Context: an optimization exercise on an open-source flow, tuned for small area. The choices shown serve that exercise and are no tape-out recipe.
Only simulation tests tie the RTL to the original design; equivalence was not proved.
The flow treats the clock pin as an ideal source. Dropping or thinning the clock tree relies on that and would not hold on a real chip.
Power and IR drop assume default switching activity.

## vga_writer
module vga_writer (
   input vclock,
   input reset,
   input [11:0] location,
   input [4:0] orientation,
   input [11:0] target_location,
   input new_data,
   input orientation_ready,
   input [10:0] hcount,
   input [9:0]  vcount,
   input hsync,
   input vsync,
   input blank,
   output phsync,
   output pvsync,
   output pblank,
   output [23:0] pixel
   );
   delayN #(.NDELAY(5)) hdelay (.clk(vclock),.in(hsync),.out(phsync));
   delayN #(.NDELAY(5)) vdelay (.clk(vclock),.in(vsync),.out(pvsync));
   delayN #(.NDELAY(5)) bdelay (.clk(vclock),.in(blank),.out(pblank));
   function [15:0] add16;
      input [15:0] a;
      input [15:0] b;
      input cin;
      integer i;
      reg c;
      begin
         c = cin;
         for (i = 0; i < 16; i = i + 1) begin
            add16[i] = a[i] ^ b[i] ^ c;
            c = (a[i] & b[i]) | (a[i] & c) | (b[i] & c);
         end
      end
   endfunction
   function ltu16;
      input [15:0] a;
      input [15:0] b;
      integer i;
      reg c;
      begin
         c = 1'b0;
         for (i = 0; i < 16; i = i + 1)
            c = (~a[i] & b[i]) | (~(a[i] ^ b[i]) & c);
         ltu16 = c;
      end
   endfunction
   reg [11:0] tloc;
   reg [11:0] rloc;
   reg        rrst;    
   always @(posedge vclock) begin
      if (reset) rrst <= 1'b1;
      else if (!vsync && (new_data | orientation_ready)) begin
         rrst <= 1'b0;
         rloc <= location;
      end
      if (!reset && !vsync) tloc <= target_location;
   end
   function [17:0] p2c;      
      input [11:0] loc;
      reg [7:0] r;
      reg [1:0] c;
      reg sw, xn, c1, c2, c3, nz;
      reg [15:0] p9, p66, o1, o2, t, hi;
      reg [7:0] lo;
      begin
         r = loc[7:0];
  ...
For scale: about 1100 cells after synthesis, about 64 flip-flops, ~84 I/O pins, roughly 0.0085 mm^2 of cells after synthesis.
clock: 12.0 ns
lec_check: 0
abc_area: 1
cap_margin: 20
core_margin: 2
core_utilization: 60
cts_buf_list: sky130_fd_sc_hd__clkbuf_2 sky130_fd_sc_hd__clkbuf_4
slew_margin: 20
run.sh (not shown) runs the stock make flow with config.mk's settings and CLKGATE_MAP_FILE= SYNTH_SCRIPT=/design/flow/synth_recipe.tcl, a recipe that flattens the netlist after the stock synthesis.
Rerun with:
==> flow/flow/run.sh (new file) <==
#!/bin/bash
# Layout flow: the standard flow (standard.sh) with two changes.
# 1. Synthesis is ORFS's own synthesis script with the full-adder extraction
#    step off (ADDER_MAP_FILE empty, no Kogge-Stone adder map) and abc run with
#    an area script (flow/abc_deep.script: &deepsyn, then area mapping), so the
#    arithmetic is optimised together with the logic around it. Registers are
#    inferred, mapped and named exactly as in the standard synthesis.
# 2. Port buffers are the smallest buffer cell (buf_1) instead of the default.
# Each step's full output goes to its own log here (synth.log, layout.log);
# ORFS's per-step logs are under orfs/logs.
set -euo pipefail
W=$(pwd)
mkdir -p "$W/syn_scripts"
for f in "$FLOW_HOME"/scripts/*; do ln -sf "$f" "$W/syn_scripts/"; done
rm -f "$W/syn_scripts/abc_area.script"
cp "$W/flow/abc_deep.script" "$W/syn_scripts/abc_area.script"
SCRIPTS_DIR="$W/syn_scripts" ADDER_MAP_FILE= SYNTH_OPERATIONS_ARGS=-noshare ABC_AREA=1 \
  bash standard.sh synth > "$W/synth.log" 2>&1
BUFFER_PORTS_ARGS="-buffer_cell sky130_fd_sc_hd__buf_1" \
  bash standard.sh > "$W/layout.log" 2>&1
==> flow/flow/abc_deep.script (new file) <==
strash
&get -n
&deepsyn -T 120 -S 1
&put
dch -f
map -a
topo
==> flow/standard.sh (new file) <==
#!/bin/bash
# synth_recipe.tcl (not shown) runs the flow's synth.tcl, then flattens the netlist and writes it again
# the make line also repeats each setting of config.mk as NAME=value (left out here)
make -C /OpenROAD-flow-scripts/flow DESIGN_CONFIG=/design/flow/config.mk WORK_HOME=/design/flow/orfs CLKGATE_MAP_FILE= SYNTH_SCRIPT=/design/flow/synth_recipe.tcl "${@:-finish}"
--- a/flow/config.mk
+++ b/flow/config.mk
@@ -8 +7,0 @@
-export ABC_AREA = 1
@@ -12 +11 @@
-export CTS_BUF_LIST = sky130_fd_sc_hd__clkbuf_2 sky130_fd_sc_hd__clkbuf_4
+export CTS_BUF_LIST = sky130_fd_sc_hd__clkbuf_4 sky130_fd_sc_hd__clkbuf_8
removed: flow/run.sh
After rerunning:
- die area drops by roughly a tenth
- final cell count climbs by about a fifth
- area after synthesis drops by roughly a tenth
Rerun with:
--- a/flow/flow/run.sh
+++ b/flow/flow/run.sh
@@ -5 +5 @@
-#    an area script (flow/abc_deep.script: &deepsyn, then area mapping), so the
+#    an area script (flow/abc_deep.script: &deepsyn, then amap area mapping), so the
==> flow/flow/abc_deep.script (replaced) <==
strash
&get -n
&deepsyn -T 120 -S 1
&put
dch -f
amap
topo
--- a/flow/config.mk
+++ b/flow/config.mk
@@ -11 +11,3 @@
-export CTS_BUF_LIST = sky130_fd_sc_hd__clkbuf_4 sky130_fd_sc_hd__clkbuf_8
+export CTS_BUF_LIST = sky130_fd_sc_hd__clkbuf_8 sky130_fd_sc_hd__clkbuf_16
+export CTS_CLUSTER_DIAMETER = 100
+export CTS_CLUSTER_SIZE = 32
The changed run finished clean.
Routed wire length goes down by 3.8%.
First-iteration DRC count goes up by about 30%.
Sequential power is about the same.
Global-route usage goes up by 1.2 points.
Worst setup slack is worse by 0.21 ns.
Non-clock buffer count goes up by 1.
Synthesized cell count goes down by about 9%.
Rerun with:
==> flow/run.sh (new file) <==
#!/bin/bash
# synth_recipe.tcl (not shown) runs the flow's synth.tcl, then flattens the netlist and writes it again
# the make line also repeats each setting of config.mk as NAME=value (left out here)
make -C /OpenROAD-flow-scripts/flow DESIGN_CONFIG=/design/flow/config.mk WORK_HOME=/design/flow/orfs CLKGATE_MAP_FILE= SYNTH_SCRIPT=/design/flow/synth_recipe.tcl finish
--- a/flow/config.mk
+++ b/flow/config.mk
@@ -10,4 +10 @@
-export CORE_UTILIZATION = 60
-export CTS_BUF_LIST = sky130_fd_sc_hd__clkbuf_8 sky130_fd_sc_hd__clkbuf_16
-export CTS_CLUSTER_DIAMETER = 100
-export CTS_CLUSTER_SIZE = 32
+export CORE_UTILIZATION = 40
removed: flow/flow/run.sh
removed: flow/flow/abc_deep.script
removed: flow/standard.sh
- die area rose by 89%
- cell count goes down by 0.44%
- wire length goes up by 14%
- via count fell by 8.1%
Rerun with:
==> flow/flow/run.sh (new file) <==
#!/bin/bash
# Layout flow: the standard flow (standard.sh) with two changes.
# 1. Synthesis is ORFS's own synthesis script with the full-adder extraction
#    step off (ADDER_MAP_FILE empty, no Kogge-Stone adder map) and abc run with
#    an area script (flow/abc_deep.script: &deepsyn, then amap area mapping), so the
#    arithmetic is optimised together with the logic around it. Registers are
#    inferred, mapped and named exactly as in the standard synthesis.
# 2. Port buffers are the smallest buffer cell (buf_1) instead of the default.
# Each step's full output goes to its own log here (synth.log, layout.log);
# ORFS's per-step logs are under orfs/logs.
set -euo pipefail
W=$(pwd)
mkdir -p "$W/syn_scripts"
for f in "$FLOW_HOME"/scripts/*; do ln -sf "$f" "$W/syn_scripts/"; done
rm -f "$W/syn_scripts/abc_area.script"
cp "$W/flow/abc_deep.script" "$W/syn_scripts/abc_area.script"
SCRIPTS_DIR="$W/syn_scripts" ADDER_MAP_FILE= SYNTH_OPERATIONS_ARGS=-noshare ABC_AREA=1 \
  bash standard.sh synth > "$W/synth.log" 2>&1
BUFFER_PORTS_ARGS="-buffer_cell sky130_fd_sc_hd__buf_1" \
  bash standard.sh > "$W/layout.log" 2>&1
==> flow/flow/abc_deep.script (new file) <==
strash
&get -n
&deepsyn -T 120 -S 1
&put
dch -f
amap
topo
==> flow/standard.sh (new file) <==
#!/bin/bash
# synth_recipe.tcl (not shown) runs the flow's synth.tcl, then flattens the netlist and writes it again
# the make line also repeats each setting of config.mk as NAME=value (left out here)
make -C /OpenROAD-flow-scripts/flow DESIGN_CONFIG=/design/flow/config.mk WORK_HOME=/design/flow/orfs CLKGATE_MAP_FILE= SYNTH_SCRIPT=/design/flow/synth_recipe.tcl "${@:-finish}"
--- a/flow/config.mk
+++ b/flow/config.mk
@@ -10 +10,2 @@
-export CORE_UTILIZATION = 40
+export CORE_UTILIZATION = 60
+export CTS_BUF_LIST = sky130_fd_sc_hd__clkbuf_4 sky130_fd_sc_hd__clkbuf_8
removed: flow/run.sh
After rerunning: The new run passed the timing, design-rule and antenna checks; final cell count goes up by 0.44%; setup slack gets better by 3.1 ns; utilization grows by 20 points.

Another version of the RTL of vga_writer (not shown whole).
For scale: ~920 cells after synthesis, ~84 I/O pins, about 5900 sq um of cells after synthesis.
clock: 12.0 ns
lec_check: 0
cap_margin: 20
core_margin: 2
core_utilization: 65
gpl_timing_driven: 0
slew_margin: 20
standard.sh (not shown) runs the stock make flow with config.mk's settings and CLKGATE_MAP_FILE= SYNTH_SCRIPT=/design/flow/synth_recipe.tcl, a recipe that flattens the netlist after the stock synthesis.
==> flow/flow/run.sh <==
#!/bin/bash
# Layout flow: the standard flow (standard.sh) with three changes.
# 1. Synthesis is ORFS's own synthesis script with the full-adder extraction
#    step off (ADDER_MAP_FILE empty, no Kogge-Stone adder map) and abc run with
#    an area script (flow/abc_deep.script: eight rounds of &deepsyn, then amap
#    area mapping), so the arithmetic is optimised together with the logic
#    around it. Registers are inferred, mapped and named exactly as in the
#    standard synthesis.
# 2. Port buffers are the smallest buffer cell (buf_1) instead of the default.
# 3. Clock tree: flow/cts.tcl is ORFS's cts.tcl with clock_tree_synthesis
#    replaced by four clkbuf_8, one per quadrant of the registers, each at
#    the centre of its registers and fed from the clock port; the rest of the
#    step (placement legalisation, timing repair) is unchanged.
# Each step's full output goes to its own log here (synth.log, layout.log);
# ORFS's per-step logs are under orfs/logs.
set -euo pipefail
W=$(pwd)
mkdir -p "$W/syn_scripts" "$W/lay_scripts"
for f in "$FLOW_HOME"/scripts/*; do
  ln -sf "$f" "$W/syn_scripts/"
  ln -sf "$f" "$W/lay_scripts/"
done
rm -f "$W/syn_scripts/abc_area.script" "$W/lay_scripts/cts.tcl"
cp "$W/flow/abc_deep.script" "$W/syn_scripts/abc_area.script"
cp "$W/flow/cts.tcl" "$W/lay_scripts/cts.tcl"
SCRIPTS_DIR="$W/syn_scripts" ADDER_MAP_FILE= SYNTH_OPERATIONS_ARGS=-noshare ABC_AREA=1 \
  bash standard.sh synth > "$W/synth.log" 2>&1
SCRIPTS_DIR="$W/lay_scripts" FLOW_CLK_GROUPS=4 FLOW_CLK_BUF=sky130_fd_sc_hd__clkbuf_8 \
BUFFER_PORTS_ARGS="-buffer_cell sky130_fd_sc_hd__buf_1" \
  bash standard.sh > "$W/layout.log" 2>&1
==> flow/flow/abc_deep.script <==
strash
&get -n
&deepsyn -T 45 -S 1
&deepsyn -T 45 -S 2
&deepsyn -T 45 -S 3
&deepsyn -T 45 -S 4
&deepsyn -T 45 -S 5
&deepsyn -T 45 -S 6
&deepsyn -T 45 -S 7
&deepsyn -T 45 -S 8
&put
dch
amap
topo
Other scripts of this flow, unchanged in this note and not shown: flow/flow/cts.tcl
==> next run, changes <==
--- a/flow/flow/run.sh
+++ b/flow/flow/run.sh
@@ -5 +5 @@
-#    an area script (flow/abc_deep.script: eight rounds of &deepsyn, then amap
+#    an area script (flow/abc_deep.script: four rounds of &deepsyn, then amap
==> flow/flow/abc_deep.script (replaced) <==
strash
&get -n
&deepsyn -T 60 -S 1
&deepsyn -T 60 -S 2
&deepsyn -T 60 -S 3
&deepsyn -T 60 -S 4
&put
dch
amap
topo
- GPL_TIMING_DRIVEN: 0 -> not set
Result: Synthesized cell count is higher by 0.76%. Routed wire length rises by 15%. Worst setup slack got worse by 270 ps. First-iteration DRC count increases by 38%. Cell count drops by 0.81%. Via count increases by 4.7%. Worst hold slack barely changes. Die area hardly moves.
In every run of this note, the design's own scripts or RTL, not TritonCTS, make the clock network.

Setup of run a:
Another version of the RTL of vga_writer (not shown whole).
Size in the first run: roughly 69 flip-flops, roughly 5900 sq um of cells after synthesis.
Settings: LEC_CHECK=0, CAP_MARGIN=20, CORE_MARGIN=2, CORE_UTILIZATION=65, GPL_TIMING_DRIVEN=0, SLEW_MARGIN=20; clock period 12.0 ns.
==> flow/flow/run.sh <==
#!/bin/bash
# Layout flow: the standard flow (standard.sh) with three changes.
# 1. Synthesis is ORFS's own synthesis script with the full-adder extraction
#    step off (ADDER_MAP_FILE empty, no Kogge-Stone adder map) and abc run with
#    an area script (flow/abc_deep.script: eight rounds of &deepsyn, then amap
#    area mapping), so the arithmetic is optimised together with the logic
#    around it. Registers are inferred, mapped and named exactly as in the
#    standard synthesis.
# 2. Port buffers are the smallest buffer cell (buf_1) instead of the default.
# 3. Clock tree: flow/cts.tcl is ORFS's cts.tcl with clock_tree_synthesis
#    replaced by four clkbuf_8, one per quadrant of the registers, each at
#    the centre of its registers and fed from the clock port; the rest of the
#    step (placement legalisation, timing repair) is unchanged.
# Each step's full output goes to its own log here (synth.log, layout.log);
# ORFS's per-step logs are under orfs/logs.
set -euo pipefail
W=$(pwd)
mkdir -p "$W/syn_scripts" "$W/lay_scripts"
for f in "$FLOW_HOME"/scripts/*; do
  ln -sf "$f" "$W/syn_scripts/"
  ln -sf "$f" "$W/lay_scripts/"
done
rm -f "$W/syn_scripts/abc_area.script" "$W/lay_scripts/cts.tcl"
cp "$W/flow/abc_deep.script" "$W/syn_scripts/abc_area.script"
cp "$W/flow/cts.tcl" "$W/lay_scripts/cts.tcl"
SCRIPTS_DIR="$W/syn_scripts" ADDER_MAP_FILE= SYNTH_OPERATIONS_ARGS=-noshare ABC_AREA=1 \
  bash standard.sh synth > "$W/synth.log" 2>&1
SCRIPTS_DIR="$W/lay_scripts" FLOW_CLK_GROUPS=4 FLOW_CLK_BUF=sky130_fd_sc_hd__clkbuf_8 \
BUFFER_PORTS_ARGS="-buffer_cell sky130_fd_sc_hd__buf_1" \
  bash standard.sh > "$W/layout.log" 2>&1
==> flow/flow/abc_deep.script <==
strash
&get -n
&deepsyn -T 45 -S 1
&deepsyn -T 45 -S 2
&deepsyn -T 45 -S 3
&deepsyn -T 45 -S 4
&deepsyn -T 45 -S 5
&deepsyn -T 45 -S 6
&deepsyn -T 45 -S 7
&deepsyn -T 45 -S 8
&put
dch
amap
topo
Other scripts of this flow, unchanged in this note and not shown: flow/flow/cts.tcl
Run a completed every stage of the flow, and the final layout passed the timing, design-rule and antenna checks.
Changes in run b relative to run a:
Settings: clearing GPL_TIMING_DRIVEN, which used to be 0.
-- flow/flow/run.sh --
<<< run a, line 5
#    an area script (flow/abc_deep.script: eight rounds of &deepsyn, then amap
>>> run b, line 5
#    an area script (flow/abc_deep.script: four rounds of &deepsyn, then amap
==> flow/flow/abc_deep.script <==
strash
&get -n
&deepsyn -T 60 -S 1
&deepsyn -T 60 -S 2
&deepsyn -T 60 -S 3
&deepsyn -T 60 -S 4
&put
dch
amap
topo
==> run notes <==
Run b finished end to end and its layout was clean on timing, DRC and antenna. Measured against each other, run a and run b differ in part of the cycle the worst path needs, the higher figure coming from run a. Relative to run a, met1 wire length decreased by 470 um in run b. Reported for run a and run b, total count of max-transition violations in the final report turned out identical to the last digit. Relative to run a, run b improves minimum hold slack. Looking at cell with the largest stage delay on the worst path, the sky130_fd_sc_hd__o22ai_1 result is from run b; the sky130_fd_sc_hd__or4_1 one comes from run a. Comparing the two runs side by side, run b comes out ahead of run a on overall power of the completed layout. For the share of synthesized cell area in and, or, nand and nor gates, run b came in 0.38 points higher than run a did.
In every run of this note, the design's own scripts or RTL, not TritonCTS, make the clock network.

==> re-timing with driven ports <==
Ports are ideal in the flow. The routed layouts listed here were re-timed in OpenROAD. Step 1 (the two cells are an assumption about what drives the block):
set clk [get_ports {vclock}]
set_driving_cell -lib_cell sky130_fd_sc_hd__clkbuf_16 $clk
set_driving_cell -lib_cell sky130_fd_sc_hd__buf_2 [delete_from_list [all_inputs] $clk]
Step 2 adds t to the input delays and takes it off the output delays; t is the mean of the earliest and latest rising clock arrival at the registers after step 1. Input paths then give back, and output paths get back, about the clock's delay inside the block. Three values: ideal ports, drivers, drivers and shift; two values: the first two.
run	t (ns)	setup slack, ns	worst setup path after step 2	worst slew at a driven data input, ns
the first run of note 1	0.480	1.780 / 1.780 / 1.780	register to register	0.04
the second run of note 1	0.342	4.332 / 4.332 / 4.073	input to register	0.05
the third run of note 1	0.374	4.118 / 4.118 / 3.762	input to register	0.05
the fourth run of note 1	0.371	0.928 / 0.928 / 0.928	register to register	0.05
the fifth run of note 1	0.379	4.039 / 4.039 / 3.805	input to register	0.05
the first run of note 2	0.218	1.948 / 1.984 / 1.766	input to register	0.04
the second run of note 2	0.223	1.674 / 1.707 / 1.484	input to register	0.04
run a	0.216	1.548 / 1.586 / 1.369	input to register	0.04
run b	0.210	2.373 / 2.396 / 2.186	input to register	0.04
After both steps setup and hold are still met in every run listed. The setup slack of the third run of note 1, which loses most, moves by 0.000 ns with the drivers and by -0.356 ns with both steps.
